This is an optimization exercise on Yosys and OpenROAD, whose aim is small area and few clock cycles, not a production implementation. The RTL was checked by simulation tests, not by an equivalence proof against the original design.

==> run a: inputs <==
## rv32i_cpu
module rv32i_cpu(
  input clk,
  input reset,
  output [31:0] imem_addr,
  input [31:0] imem_rdata,
  output mem_we,
  output [31:0] mem_addr,
  output [31:0] mem_wdata,
  output [3:0] mem_wmask,
  input [31:0] mem_rdata,
  output [31:0] pc_debug
);
export LEC_CHECK = 0
export ABC_AREA = 1
export CAP_MARGIN = 20
export CELL_PAD_IN_SITES_DETAIL_PLACEMENT = 2
export CELL_PAD_IN_SITES_GLOBAL_PLACEMENT = 2
export CORE_MARGIN = 2
export CORE_UTILIZATION = 30
export PLACE_DENSITY = 0.45
export SLEW_MARGIN = 20
export SYNTH_HIERARCHICAL = 1
create_clock -name core_clock -period 14.0 [get_ports {clk}]
standard.sh (not shown) runs the stock make flow with config.mk's settings and CLKGATE_MAP_FILE= SYNTH_SCRIPT=/design/flow/synth_recipe.tcl, a recipe that flattens the netlist after the stock synthesis.
==> flow/flow/run.sh <==
#!/bin/bash
# Standard ORFS layout, except that the combinational logic is mapped with an
# area-oriented ABC script, and the port buffers use a plain buffer cell.
# Register names and cell types are checked against the standard synthesis.
set -uo pipefail
HERE=$(pwd)
R=$HERE/orfs/results/$FLOW_PLATFORM/rv32i_cpu/base

# 1. standard synthesis (reference for the register check)
bash standard.sh synth > log_synth_standard.txt 2>&1 || exit 1
cp $R/1_2_yosys.v std_1_2_yosys.v
mkdir -p std_synth; cp $R/1_* std_synth/ 2>/dev/null
cp orfs/reports/$FLOW_PLATFORM/rv32i_cpu/base/synth_stat.txt std_synth_stat.txt 2>/dev/null

# 2. the same synthesis with another ABC script
sed "s|log_cmd abc {\*}\$abc_args|log_cmd abc -script $HERE/flow/area.abc {*}[lrange \$abc_args 2 end]|" \
  $FLOW_HOME/scripts/synth.tcl > my_synth.tcl
grep -q "flow/area.abc" my_synth.tcl || { echo "abc line not found"; exit 1; }
sed "s|source \$::env(SCRIPTS_DIR)/synth.tcl|source $HERE/my_synth.tcl|" synth_recipe.tcl > my_synth_recipe.tcl
grep -q "my_synth.tcl" my_synth_recipe.tcl || { echo "source line not found"; exit 1; }
rm -f $R/1_2_yosys.v $R/1_2_yosys.sdc $R/1_synth.odb $R/1_synth.sdc
bash standard.sh SYNTH_SCRIPT=$HERE/my_synth_recipe.tcl synth > log_synth_area.txt 2>&1
ok=$?
if [ $ok -eq 0 ] && python3 flow/regs.py std_1_2_yosys.v $R/1_2_yosys.v area_1_2_yosys.v > log_regcheck.txt 2>&1; then
  cp area_1_2_yosys.v $R/1_2_yosys.v
  rm -f $R/1_synth.odb $R/1_synth.sdc
  bash standard.sh synth > log_synth_odb.txt 2>&1
  ok=$?
fi
if [ $ok -eq 0 ] && python3 flow/regs.py std_1_2_yosys.v $R/1_2_yosys.v /dev/null >> log_regcheck.txt 2>&1; then
  echo "using area synthesis" | tee -a log_regcheck.txt
else
  echo "falling back to standard synthesis" | tee -a log_regcheck.txt
  rm -f $R/1_synth.odb $R/1_synth.sdc
  cp std_synth/1_* $R/
fi

# 3. the rest of the standard flow, with plain port buffers
# and a clock tree of smaller buffers, without dummy loads
bash standard.sh "BUFFER_PORTS_ARGS=-buffer_cell sky130_fd_sc_hd__buf_2" \
  "CTS_ARGS=-sink_clustering_enable -repair_clock_nets -dont_use_dummy_load -buf_list {sky130_fd_sc_hd__clkbuf_4 sky130_fd_sc_hd__clkbuf_8}" \
  finish > log_finish.txt 2>&1
==> flow/flow/area.abc <==
strash
&get -n
&st
&syn2
&dch
&nf -R 1000
&put
topo
Other scripts of this flow, unchanged in this note and not shown: flow/flow/regs.py
==> inputs of run b, as changes to run a <==
--- a/flow/design.v
+++ b/flow/design.v
@@ -77,49 +77,41 @@
         G[i] = G[i] | (P[i] & G[i - d]);
         P[i] = P[i] & P[i - d];
       end
     bk_add = {G[31], p ^ {G[30:0], cin}};
   end
 endfunction
-reg [31:1] valid;
 reg phase;
 wire [31:0] wd;
 wire rf_we = op_lui | op_auipc | op_jal | op_jalr | op_load | op_imm | op_reg |
              (op_system & (f3 == 3'b001 | f3 == 3'b010));
-wire [31:0] wc = wd ^ {32{phase}};
+wire [31:0] wc = (wd ^ {32{phase}}) | {32{reset}};    
 reg [32*32-1:32] rf;
 wire [31:0] sel1, sel2;
 assign sel1[0] = 1'b0;
 assign sel2[0] = 1'b0;
-wire [31:1] wsel;
 genvar gi, gj;
 generate
   for (gi = 1; gi < 32; gi = gi + 1) begin : g_rf
     wire [31:0] r = rf[gi*32 +: 32];
     wire [31:0] rn;
-    wire we = rf_we & (rd == gi);
-    wire hold = ~(rf_we & (rd == gi));
-    assign wsel[gi] = we;
-    assign sel1[gi] = valid[gi] & (rs1 == gi) & ~op_lui;
-    assign sel2[gi] = valid[gi] & (rs2 == gi);
+    wire we = reset | (rf_we & (rd == gi));
+    wire hold = ~(reset | (rf_we & (rd == gi)));
+    assign sel1[gi] = (rs1 == gi);
+    assign sel2[gi] = (rs2 == gi);
     for (gj = 0; gj < 32; gj = gj + 1) begin : g_b
       rf_bit u_b(.s(r[gj]), .we(we), .hold(hold), .c(wc[gj]), .y(rn[gj]));
     end
     always @(posedge clk) rf[gi*32 +: 32] <= rn;
   end
 endgenerate
 always @(posedge clk or posedge reset)
-  if (reset) begin
-    valid <= 31'b0;
-    phase <= 1'b0;
-  end else begin
-    valid <= valid | wsel;
-    phase <= ~phase;
-  end
-wire ph1 = phase & (|sel1);
-wire ph2 = phase & (|sel2);
+  if (reset) phase <= 1'b0;
+  else phase <= ~phase;
+wire ph1 = phase & (rs1 != 5'd0);
+wire ph2 = phase & (rs2 != 5'd0);
 wire [31:0] a, b_reg;
 generate
   for (gj = 0; gj < 32; gj = gj + 1) begin : g_rd
     wire [30:0] v;
     for (gi = 1; gi < 32; gi = gi + 1) begin : g_v
       assign v[gi-1] = rf[gi*32 + gj];
@@ -131,13 +123,13 @@
 wire [31:0] imm_i = {{20{ins[31]}}, ins[31:20]};
 wire [31:0] imm_s = {{20{ins[31]}}, ins[31:25], ins[11:7]};
 wire [31:0] imm_u = {ins[31:12], 12'b0};
 wire [31:0] imm_b = {{19{ins[31]}}, ins[31], ins[7], ins[30:25], ins[11:8], 1'b0};
 wire [31:0] imm_j = {{11{ins[31]}}, ins[31], ins[19:12], ins[20], ins[30:21], 1'b0};
 wire use_rs2 = op_reg | op_branch;
-wire [31:0] b = use_rs2 ? b_reg : op_store ? imm_s : op_lui ? imm_u : imm_i;
+wire [31:0] b = use_rs2 ? b_reg : op_store ? imm_s : imm_i;
 wire sub = op_branch | (op_reg & f3 == 3'b000 & f7_alt) |
            ((op_reg | op_imm) & f3[2:1] == 2'b01);
 wire [31:0] y = b ^ {32{sub}};
 wire [31:0] ap = a ^ y;
 wire [31:0] ag = a & y;
 wire [31:0] ac = bk_carry(ag, ap, sub);
@@ -153,16 +145,16 @@
   for (gk = 0; gk < 32; gk = gk + 1) begin : g_rev
     assign sh_in[gk] = shl ? a[31-gk] : a[gk];
   end
 endgenerate
 wire sh_fill = f7_alt & a[31] & ~shl;
 wire [31:0] sh_r = $signed({sh_fill, sh_in}) >>> b[4:0];
-wire [31:0] sh_out;
+wire [31:0] sh_rev;
 generate
   for (gk = 0; gk < 32; gk = gk + 1) begin : g_rev2
-    assign sh_out[gk] = shl ? sh_r[31-gk] : sh_r[gk];
+    assign sh_rev[gk] = sh_r[31-gk];
   end
 endgenerate
 wire [15:0] ld_h = mem_rdata[15:0];
 reg [31:0] ld;
 always @* begin
   case (f3)
@@ -206,27 +198,30 @@
 wire n_seq = ~(ecall | op_jalr | n_tgt);
 wire [31:0] next_pc = ({32{ecall & mtvec_ok}} & mtvec) |
                       ({32{op_jalr}} & {sum[31:1], 1'b0}) |
                       ({32{n_tgt}} & pc_imm) |
                       ({32{n_seq}} & pc4);
 wire arith = op_imm | op_reg;
-wire r_sum = op_lui | (arith & f3 == 3'b000);
-wire r_sh = arith & (f3 == 3'b001 | f3 == 3'b101);
+wire r_sum = arith & f3 == 3'b000;
+wire r_shr = arith & f3 == 3'b101;
+wire r_shl = arith & f3 == 3'b001;
 wire r_slt = arith & f3 == 3'b010;
 wire r_sltu = arith & f3 == 3'b011;
 wire r_xor = arith & f3 == 3'b100;
 wire r_or = arith & f3 == 3'b110;
 wire r_and = arith & f3 == 3'b111;
 wire r_csr = ~(op_lui | arith | op_load | op_auipc | op_jal | op_jalr);
 assign wd = ({32{r_sum}} & sum[31:0]) |
-            ({32{r_sh}} & sh_out) |
+            ({32{r_shr}} & sh_r) |
+            ({32{r_shl}} & sh_rev) |
             {31'b0, (r_slt & lt) | (r_sltu & ltu)} |
             ({32{r_xor}} & ap) |
             ({32{r_or}} & (ap | ag)) |
             ({32{r_and}} & ag) |
             ({32{op_load}} & ld) |
+            ({32{op_lui}} & imm_u) |
             ({32{op_auipc}} & pc_imm) |
             ({32{op_jal | op_jalr}} & pc4) |
             ({32{r_csr}} & csr_old);
 always @(posedge clk or posedge reset) begin
   if (reset) begin
     pc <= 32'b0;
--- a/flow/flow/run.sh
+++ b/flow/flow/run.sh
@@ -1,9 +1,9 @@
 #!/bin/bash
 # Standard ORFS layout, except that the combinational logic is mapped with an
-# area-oriented ABC script, and the port buffers use a plain buffer cell.
+# ABC script that recovers more area, and the port buffers use a plain buffer cell.
 # Register names and cell types are checked against the standard synthesis.
 set -uo pipefail
 HERE=$(pwd)
 R=$HERE/orfs/results/$FLOW_PLATFORM/rv32i_cpu/base
 
 # 1. standard synthesis (reference for the register check)
@@ -33,10 +33,12 @@
   echo "falling back to standard synthesis" | tee -a log_regcheck.txt
   rm -f $R/1_synth.odb $R/1_synth.sdc
   cp std_synth/1_* $R/
 fi
 
 # 3. the rest of the standard flow, with plain port buffers
-# and a clock tree of smaller buffers, without dummy loads
+# and a clock tree with larger sink clusters, without dummy loads
+# and global placement's repair buffering with buf_2 only
 bash standard.sh "BUFFER_PORTS_ARGS=-buffer_cell sky130_fd_sc_hd__buf_2" \
-  "CTS_ARGS=-sink_clustering_enable -repair_clock_nets -dont_use_dummy_load -buf_list {sky130_fd_sc_hd__clkbuf_4 sky130_fd_sc_hd__clkbuf_8}" \
+  "PRE_GLOBAL_PLACE_TCL=$HERE/flow/gpl_buffers.tcl" \
+  "CTS_ARGS=-sink_clustering_enable -repair_clock_nets -dont_use_dummy_load -buf_list {sky130_fd_sc_hd__clkbuf_16} -sink_clustering_size 25 -sink_clustering_max_diameter 120" \
   finish > log_finish.txt 2>&1
==> flow/flow/area.abc (replaced) <==
strash
&get -n
&st
&syn2
&dch
&nf -R 0
&put
topo
==> flow/flow/gpl_buffers.tcl (new file) <==
# Before global placement: let its timing-driven repair buffer nets with
# buf_2 only (the default choice, buf_4, takes more area for the same job).
set_dont_use [list sky130_fd_sc_hd__buf_1 sky130_fd_sc_hd__buf_4 sky130_fd_sc_hd__buf_6 \
  sky130_fd_sc_hd__buf_8 sky130_fd_sc_hd__buf_12 sky130_fd_sc_hd__buf_16 \
  sky130_fd_sc_hd__bufbuf_* sky130_fd_sc_hd__dlygate* sky130_fd_sc_hd__clkdlybuf* \
  sky130_fd_sc_hd__dlymetal* sky130_fd_sc_hd__clkbuf_* sky130_fd_sc_hd__bufinv*]
--- a/flow/config.mk
+++ b/flow/config.mk
@@ -7,10 +7,10 @@
 export LEC_CHECK = 0
 export ABC_AREA = 1
 export CAP_MARGIN = 20
 export CELL_PAD_IN_SITES_DETAIL_PLACEMENT = 2
 export CELL_PAD_IN_SITES_GLOBAL_PLACEMENT = 2
 export CORE_MARGIN = 2
-export CORE_UTILIZATION = 30
-export PLACE_DENSITY = 0.45
+export CORE_UTILIZATION = 42
+export PLACE_DENSITY = 0.6
 export SLEW_MARGIN = 20
 export SYNTH_HIERARCHICAL = 1
==> inputs of run c, as changes to run a <==
--- a/flow/design.v
+++ b/flow/design.v
@@ -77,49 +77,41 @@
         G[i] = G[i] | (P[i] & G[i - d]);
         P[i] = P[i] & P[i - d];
       end
     bk_add = {G[31], p ^ {G[30:0], cin}};
   end
 endfunction
-reg [31:1] valid;
 reg phase;
 wire [31:0] wd;
 wire rf_we = op_lui | op_auipc | op_jal | op_jalr | op_load | op_imm | op_reg |
              (op_system & (f3 == 3'b001 | f3 == 3'b010));
-wire [31:0] wc = wd ^ {32{phase}};
+wire [31:0] wc = (wd ^ {32{phase}}) | {32{reset}};    
 reg [32*32-1:32] rf;
 wire [31:0] sel1, sel2;
 assign sel1[0] = 1'b0;
 assign sel2[0] = 1'b0;
-wire [31:1] wsel;
 genvar gi, gj;
 generate
   for (gi = 1; gi < 32; gi = gi + 1) begin : g_rf
     wire [31:0] r = rf[gi*32 +: 32];
     wire [31:0] rn;
-    wire we = rf_we & (rd == gi);
-    wire hold = ~(rf_we & (rd == gi));
-    assign wsel[gi] = we;
-    assign sel1[gi] = valid[gi] & (rs1 == gi) & ~op_lui;
-    assign sel2[gi] = valid[gi] & (rs2 == gi);
+    wire we = reset | (rf_we & (rd == gi));
+    wire hold = ~(reset | (rf_we & (rd == gi)));
+    assign sel1[gi] = (rs1 == gi);
+    assign sel2[gi] = (rs2 == gi);
     for (gj = 0; gj < 32; gj = gj + 1) begin : g_b
       rf_bit u_b(.s(r[gj]), .we(we), .hold(hold), .c(wc[gj]), .y(rn[gj]));
     end
     always @(posedge clk) rf[gi*32 +: 32] <= rn;
   end
 endgenerate
 always @(posedge clk or posedge reset)
-  if (reset) begin
-    valid <= 31'b0;
-    phase <= 1'b0;
-  end else begin
-    valid <= valid | wsel;
-    phase <= ~phase;
-  end
-wire ph1 = phase & (|sel1);
-wire ph2 = phase & (|sel2);
+  if (reset) phase <= 1'b0;
+  else phase <= ~phase;
+wire ph1 = phase & (rs1 != 5'd0);
+wire ph2 = phase & (rs2 != 5'd0);
 wire [31:0] a, b_reg;
 generate
   for (gj = 0; gj < 32; gj = gj + 1) begin : g_rd
     wire [30:0] v;
     for (gi = 1; gi < 32; gi = gi + 1) begin : g_v
       assign v[gi-1] = rf[gi*32 + gj];
@@ -131,13 +123,13 @@
 wire [31:0] imm_i = {{20{ins[31]}}, ins[31:20]};
 wire [31:0] imm_s = {{20{ins[31]}}, ins[31:25], ins[11:7]};
 wire [31:0] imm_u = {ins[31:12], 12'b0};
 wire [31:0] imm_b = {{19{ins[31]}}, ins[31], ins[7], ins[30:25], ins[11:8], 1'b0};
 wire [31:0] imm_j = {{11{ins[31]}}, ins[31], ins[19:12], ins[20], ins[30:21], 1'b0};
 wire use_rs2 = op_reg | op_branch;
-wire [31:0] b = use_rs2 ? b_reg : op_store ? imm_s : op_lui ? imm_u : imm_i;
+wire [31:0] b = use_rs2 ? b_reg : op_store ? imm_s : imm_i;
 wire sub = op_branch | (op_reg & f3 == 3'b000 & f7_alt) |
            ((op_reg | op_imm) & f3[2:1] == 2'b01);
 wire [31:0] y = b ^ {32{sub}};
 wire [31:0] ap = a ^ y;
 wire [31:0] ag = a & y;
 wire [31:0] ac = bk_carry(ag, ap, sub);
@@ -153,16 +145,16 @@
   for (gk = 0; gk < 32; gk = gk + 1) begin : g_rev
     assign sh_in[gk] = shl ? a[31-gk] : a[gk];
   end
 endgenerate
 wire sh_fill = f7_alt & a[31] & ~shl;
 wire [31:0] sh_r = $signed({sh_fill, sh_in}) >>> b[4:0];
-wire [31:0] sh_out;
+wire [31:0] sh_rev;
 generate
   for (gk = 0; gk < 32; gk = gk + 1) begin : g_rev2
-    assign sh_out[gk] = shl ? sh_r[31-gk] : sh_r[gk];
+    assign sh_rev[gk] = sh_r[31-gk];
   end
 endgenerate
 wire [15:0] ld_h = mem_rdata[15:0];
 reg [31:0] ld;
 always @* begin
   case (f3)
@@ -206,27 +198,30 @@
 wire n_seq = ~(ecall | op_jalr | n_tgt);
 wire [31:0] next_pc = ({32{ecall & mtvec_ok}} & mtvec) |
                       ({32{op_jalr}} & {sum[31:1], 1'b0}) |
                       ({32{n_tgt}} & pc_imm) |
                       ({32{n_seq}} & pc4);
 wire arith = op_imm | op_reg;
-wire r_sum = op_lui | (arith & f3 == 3'b000);
-wire r_sh = arith & (f3 == 3'b001 | f3 == 3'b101);
+wire r_sum = arith & f3 == 3'b000;
+wire r_shr = arith & f3 == 3'b101;
+wire r_shl = arith & f3 == 3'b001;
 wire r_slt = arith & f3 == 3'b010;
 wire r_sltu = arith & f3 == 3'b011;
 wire r_xor = arith & f3 == 3'b100;
 wire r_or = arith & f3 == 3'b110;
 wire r_and = arith & f3 == 3'b111;
 wire r_csr = ~(op_lui | arith | op_load | op_auipc | op_jal | op_jalr);
 assign wd = ({32{r_sum}} & sum[31:0]) |
-            ({32{r_sh}} & sh_out) |
+            ({32{r_shr}} & sh_r) |
+            ({32{r_shl}} & sh_rev) |
             {31'b0, (r_slt & lt) | (r_sltu & ltu)} |
             ({32{r_xor}} & ap) |
             ({32{r_or}} & (ap | ag)) |
             ({32{r_and}} & ag) |
             ({32{op_load}} & ld) |
+            ({32{op_lui}} & imm_u) |
             ({32{op_auipc}} & pc_imm) |
             ({32{op_jal | op_jalr}} & pc4) |
             ({32{r_csr}} & csr_old);
 always @(posedge clk or posedge reset) begin
   if (reset) begin
     pc <= 32'b0;
--- a/flow/flow/run.sh
+++ b/flow/flow/run.sh
@@ -1,9 +1,9 @@
 #!/bin/bash
 # Standard ORFS layout, except that the combinational logic is mapped with an
-# area-oriented ABC script, and the port buffers use a plain buffer cell.
+# ABC script that recovers more area, and the port buffers use a plain buffer cell.
 # Register names and cell types are checked against the standard synthesis.
 set -uo pipefail
 HERE=$(pwd)
 R=$HERE/orfs/results/$FLOW_PLATFORM/rv32i_cpu/base
 
 # 1. standard synthesis (reference for the register check)
@@ -33,10 +33,12 @@
   echo "falling back to standard synthesis" | tee -a log_regcheck.txt
   rm -f $R/1_synth.odb $R/1_synth.sdc
   cp std_synth/1_* $R/
 fi
 
 # 3. the rest of the standard flow, with plain port buffers
-# and a clock tree of smaller buffers, without dummy loads
+# and a clock tree with larger sink clusters, without dummy loads
+# and global placement's repair buffering with buf_2 only
 bash standard.sh "BUFFER_PORTS_ARGS=-buffer_cell sky130_fd_sc_hd__buf_2" \
-  "CTS_ARGS=-sink_clustering_enable -repair_clock_nets -dont_use_dummy_load -buf_list {sky130_fd_sc_hd__clkbuf_4 sky130_fd_sc_hd__clkbuf_8}" \
+  "PRE_GLOBAL_PLACE_TCL=$HERE/flow/gpl_buffers.tcl" \
+  "CTS_ARGS=-sink_clustering_enable -repair_clock_nets -dont_use_dummy_load -buf_list {sky130_fd_sc_hd__clkbuf_16} -sink_clustering_size 25 -sink_clustering_max_diameter 120" \
   finish > log_finish.txt 2>&1
==> flow/flow/area.abc (replaced) <==
strash
&get -n
&st
&syn2
&dch
&nf -R 0
&put
topo
==> flow/flow/gpl_buffers.tcl (new file) <==
# Before global placement: let its timing-driven repair buffer nets with
# buf_2 only (the default choice, buf_4, takes more area for the same job).
set_dont_use [list sky130_fd_sc_hd__buf_1 sky130_fd_sc_hd__buf_4 sky130_fd_sc_hd__buf_6 \
  sky130_fd_sc_hd__buf_8 sky130_fd_sc_hd__buf_12 sky130_fd_sc_hd__buf_16 \
  sky130_fd_sc_hd__bufbuf_* sky130_fd_sc_hd__dlygate* sky130_fd_sc_hd__clkdlybuf* \
  sky130_fd_sc_hd__dlymetal* sky130_fd_sc_hd__clkbuf_* sky130_fd_sc_hd__bufinv*]
--- a/flow/config.mk
+++ b/flow/config.mk
@@ -7,10 +7,10 @@
 export LEC_CHECK = 0
 export ABC_AREA = 1
 export CAP_MARGIN = 20
 export CELL_PAD_IN_SITES_DETAIL_PLACEMENT = 2
 export CELL_PAD_IN_SITES_GLOBAL_PLACEMENT = 2
 export CORE_MARGIN = 2
-export CORE_UTILIZATION = 30
-export PLACE_DENSITY = 0.45
+export CORE_UTILIZATION = 46
+export PLACE_DENSITY = 0.64
 export SLEW_MARGIN = 20
 export SYNTH_HIERARCHICAL = 1
==> inputs of run d, as changes to run a <==
--- a/flow/design.v
+++ b/flow/design.v
@@ -96,13 +96,13 @@
   for (gi = 1; gi < 32; gi = gi + 1) begin : g_rf
     wire [31:0] r = rf[gi*32 +: 32];
     wire [31:0] rn;
     wire we = rf_we & (rd == gi);
     wire hold = ~(rf_we & (rd == gi));
     assign wsel[gi] = we;
-    assign sel1[gi] = valid[gi] & (rs1 == gi) & ~op_lui;
+    assign sel1[gi] = valid[gi] & (rs1 == gi);
     assign sel2[gi] = valid[gi] & (rs2 == gi);
     for (gj = 0; gj < 32; gj = gj + 1) begin : g_b
       rf_bit u_b(.s(r[gj]), .we(we), .hold(hold), .c(wc[gj]), .y(rn[gj]));
     end
     always @(posedge clk) rf[gi*32 +: 32] <= rn;
   end
@@ -131,13 +131,13 @@
 wire [31:0] imm_i = {{20{ins[31]}}, ins[31:20]};
 wire [31:0] imm_s = {{20{ins[31]}}, ins[31:25], ins[11:7]};
 wire [31:0] imm_u = {ins[31:12], 12'b0};
 wire [31:0] imm_b = {{19{ins[31]}}, ins[31], ins[7], ins[30:25], ins[11:8], 1'b0};
 wire [31:0] imm_j = {{11{ins[31]}}, ins[31], ins[19:12], ins[20], ins[30:21], 1'b0};
 wire use_rs2 = op_reg | op_branch;
-wire [31:0] b = use_rs2 ? b_reg : op_store ? imm_s : op_lui ? imm_u : imm_i;
+wire [31:0] b = use_rs2 ? b_reg : op_store ? imm_s : imm_i;
 wire sub = op_branch | (op_reg & f3 == 3'b000 & f7_alt) |
            ((op_reg | op_imm) & f3[2:1] == 2'b01);
 wire [31:0] y = b ^ {32{sub}};
 wire [31:0] ap = a ^ y;
 wire [31:0] ag = a & y;
 wire [31:0] ac = bk_carry(ag, ap, sub);
@@ -153,16 +153,16 @@
   for (gk = 0; gk < 32; gk = gk + 1) begin : g_rev
     assign sh_in[gk] = shl ? a[31-gk] : a[gk];
   end
 endgenerate
 wire sh_fill = f7_alt & a[31] & ~shl;
 wire [31:0] sh_r = $signed({sh_fill, sh_in}) >>> b[4:0];
-wire [31:0] sh_out;
+wire [31:0] sh_rev;
 generate
   for (gk = 0; gk < 32; gk = gk + 1) begin : g_rev2
-    assign sh_out[gk] = shl ? sh_r[31-gk] : sh_r[gk];
+    assign sh_rev[gk] = sh_r[31-gk];
   end
 endgenerate
 wire [15:0] ld_h = mem_rdata[15:0];
 reg [31:0] ld;
 always @* begin
   case (f3)
@@ -206,27 +206,30 @@
 wire n_seq = ~(ecall | op_jalr | n_tgt);
 wire [31:0] next_pc = ({32{ecall & mtvec_ok}} & mtvec) |
                       ({32{op_jalr}} & {sum[31:1], 1'b0}) |
                       ({32{n_tgt}} & pc_imm) |
                       ({32{n_seq}} & pc4);
 wire arith = op_imm | op_reg;
-wire r_sum = op_lui | (arith & f3 == 3'b000);
-wire r_sh = arith & (f3 == 3'b001 | f3 == 3'b101);
+wire r_sum = arith & f3 == 3'b000;
+wire r_shr = arith & f3 == 3'b101;
+wire r_shl = arith & f3 == 3'b001;
 wire r_slt = arith & f3 == 3'b010;
 wire r_sltu = arith & f3 == 3'b011;
 wire r_xor = arith & f3 == 3'b100;
 wire r_or = arith & f3 == 3'b110;
 wire r_and = arith & f3 == 3'b111;
 wire r_csr = ~(op_lui | arith | op_load | op_auipc | op_jal | op_jalr);
 assign wd = ({32{r_sum}} & sum[31:0]) |
-            ({32{r_sh}} & sh_out) |
+            ({32{r_shr}} & sh_r) |
+            ({32{r_shl}} & sh_rev) |
             {31'b0, (r_slt & lt) | (r_sltu & ltu)} |
             ({32{r_xor}} & ap) |
             ({32{r_or}} & (ap | ag)) |
             ({32{r_and}} & ag) |
             ({32{op_load}} & ld) |
+            ({32{op_lui}} & imm_u) |
             ({32{op_auipc}} & pc_imm) |
             ({32{op_jal | op_jalr}} & pc4) |
             ({32{r_csr}} & csr_old);
 always @(posedge clk or posedge reset) begin
   if (reset) begin
     pc <= 32'b0;
--- a/flow/flow/run.sh
+++ b/flow/flow/run.sh
@@ -1,9 +1,9 @@
 #!/bin/bash
 # Standard ORFS layout, except that the combinational logic is mapped with an
-# area-oriented ABC script, and the port buffers use a plain buffer cell.
+# ABC script that recovers more area, and the port buffers use a plain buffer cell.
 # Register names and cell types are checked against the standard synthesis.
 set -uo pipefail
 HERE=$(pwd)
 R=$HERE/orfs/results/$FLOW_PLATFORM/rv32i_cpu/base
 
 # 1. standard synthesis (reference for the register check)
@@ -33,10 +33,12 @@
   echo "falling back to standard synthesis" | tee -a log_regcheck.txt
   rm -f $R/1_synth.odb $R/1_synth.sdc
   cp std_synth/1_* $R/
 fi
 
 # 3. the rest of the standard flow, with plain port buffers
-# and a clock tree of smaller buffers, without dummy loads
+# and a clock tree with larger sink clusters, without dummy loads
+# and global placement's repair buffering with buf_2 only
 bash standard.sh "BUFFER_PORTS_ARGS=-buffer_cell sky130_fd_sc_hd__buf_2" \
-  "CTS_ARGS=-sink_clustering_enable -repair_clock_nets -dont_use_dummy_load -buf_list {sky130_fd_sc_hd__clkbuf_4 sky130_fd_sc_hd__clkbuf_8}" \
+  "PRE_GLOBAL_PLACE_TCL=$HERE/flow/gpl_buffers.tcl" \
+  "CTS_ARGS=-sink_clustering_enable -repair_clock_nets -dont_use_dummy_load -buf_list {sky130_fd_sc_hd__clkbuf_16} -sink_clustering_size 25 -sink_clustering_max_diameter 120" \
   finish > log_finish.txt 2>&1
==> flow/flow/area.abc (replaced) <==
strash
&get -n
&st
&syn2
&dch
&nf -R 0
&put
topo
==> flow/flow/gpl_buffers.tcl (new file) <==
# Before global placement: let its timing-driven repair buffer nets with
# buf_2 only (the default choice, buf_4, takes more area for the same job).
set_dont_use [list sky130_fd_sc_hd__buf_1 sky130_fd_sc_hd__buf_4 sky130_fd_sc_hd__buf_6 \
  sky130_fd_sc_hd__buf_8 sky130_fd_sc_hd__buf_12 sky130_fd_sc_hd__buf_16 \
  sky130_fd_sc_hd__bufbuf_* sky130_fd_sc_hd__dlygate* sky130_fd_sc_hd__clkdlybuf* \
  sky130_fd_sc_hd__dlymetal* sky130_fd_sc_hd__clkbuf_* sky130_fd_sc_hd__bufinv*]
--- a/flow/config.mk
+++ b/flow/config.mk
@@ -7,10 +7,10 @@
 export LEC_CHECK = 0
 export ABC_AREA = 1
 export CAP_MARGIN = 20
 export CELL_PAD_IN_SITES_DETAIL_PLACEMENT = 2
 export CELL_PAD_IN_SITES_GLOBAL_PLACEMENT = 2
 export CORE_MARGIN = 2
-export CORE_UTILIZATION = 30
-export PLACE_DENSITY = 0.45
+export CORE_UTILIZATION = 42
+export PLACE_DENSITY = 0.6
 export SLEW_MARGIN = 20
 export SYNTH_HIERARCHICAL = 1
==> summary of the runs <==
- In run b the sequential cell count is lower than in run a, by 31.
- Routed wire length: run d < run b < run c < run a.
- Utilization: run a is lower than run b (12 points).
- Run d produced a clean layout. Run b completed with no timing, DRC or antenna violations. Run c finished but failed the layout checks on setup timing. Run a finished with timing, DRC and antenna clean.
- Critical path depth, lowest first: run d, run c, run b, run a.
Testbench counts of run a, summed over its fixed seeds: cycles 43,101.
Testbench counts of run b, summed over its fixed seeds: cycles 43,101.
Testbench counts of run c, summed over its fixed seeds: cycles 43,101.
Testbench counts of run d, summed over its fixed seeds: cycles 43,101.

[static timing again, ports no longer ideal]
The results above use ideal ports. As a check the final layouts listed here were re-extracted and re-timed, cells and wires unchanged. Step 1 (the two cells are an assumption about what drives the block):
set clk [get_ports {clk}]
set_driving_cell -lib_cell sky130_fd_sc_hd__clkbuf_16 $clk
set_driving_cell -lib_cell sky130_fd_sc_hd__buf_2 [delete_from_list [all_inputs] $clk]
Step 2 times the ports against the registers' clock, not the clock port: input delays grow and output delays shrink by t, the midpoint of the rising clock arrivals with the driver on. Three values: ideal, step 1, step 2; two values: the first two.
run | t, ns | setup slack, ns | hold slack, ns | worst register clock-pin slew, ns
run a | 1.028 | 0.275 / 0.249 / 0.249 | 0.470 / 0.470 / 0.470 | 0.07 / 0.07
run b | 0.762 | 0.460 / 0.434 / 0.434 | 0.477 / 0.477 / 0.477 | 0.11 / 0.11
run c | 0.802 | -0.253 / -0.279 / -0.279 | 0.479 / 0.479 / 0.479 | 0.12 / 0.12
run d | 0.768 | 0.349 / 0.320 / 0.320 | 0.478 / 0.478 / 0.478 | 0.11 / 0.11
The setup slack of run d, which loses most, moves by -0.029 ns with the drivers and by -0.029 ns with both steps.
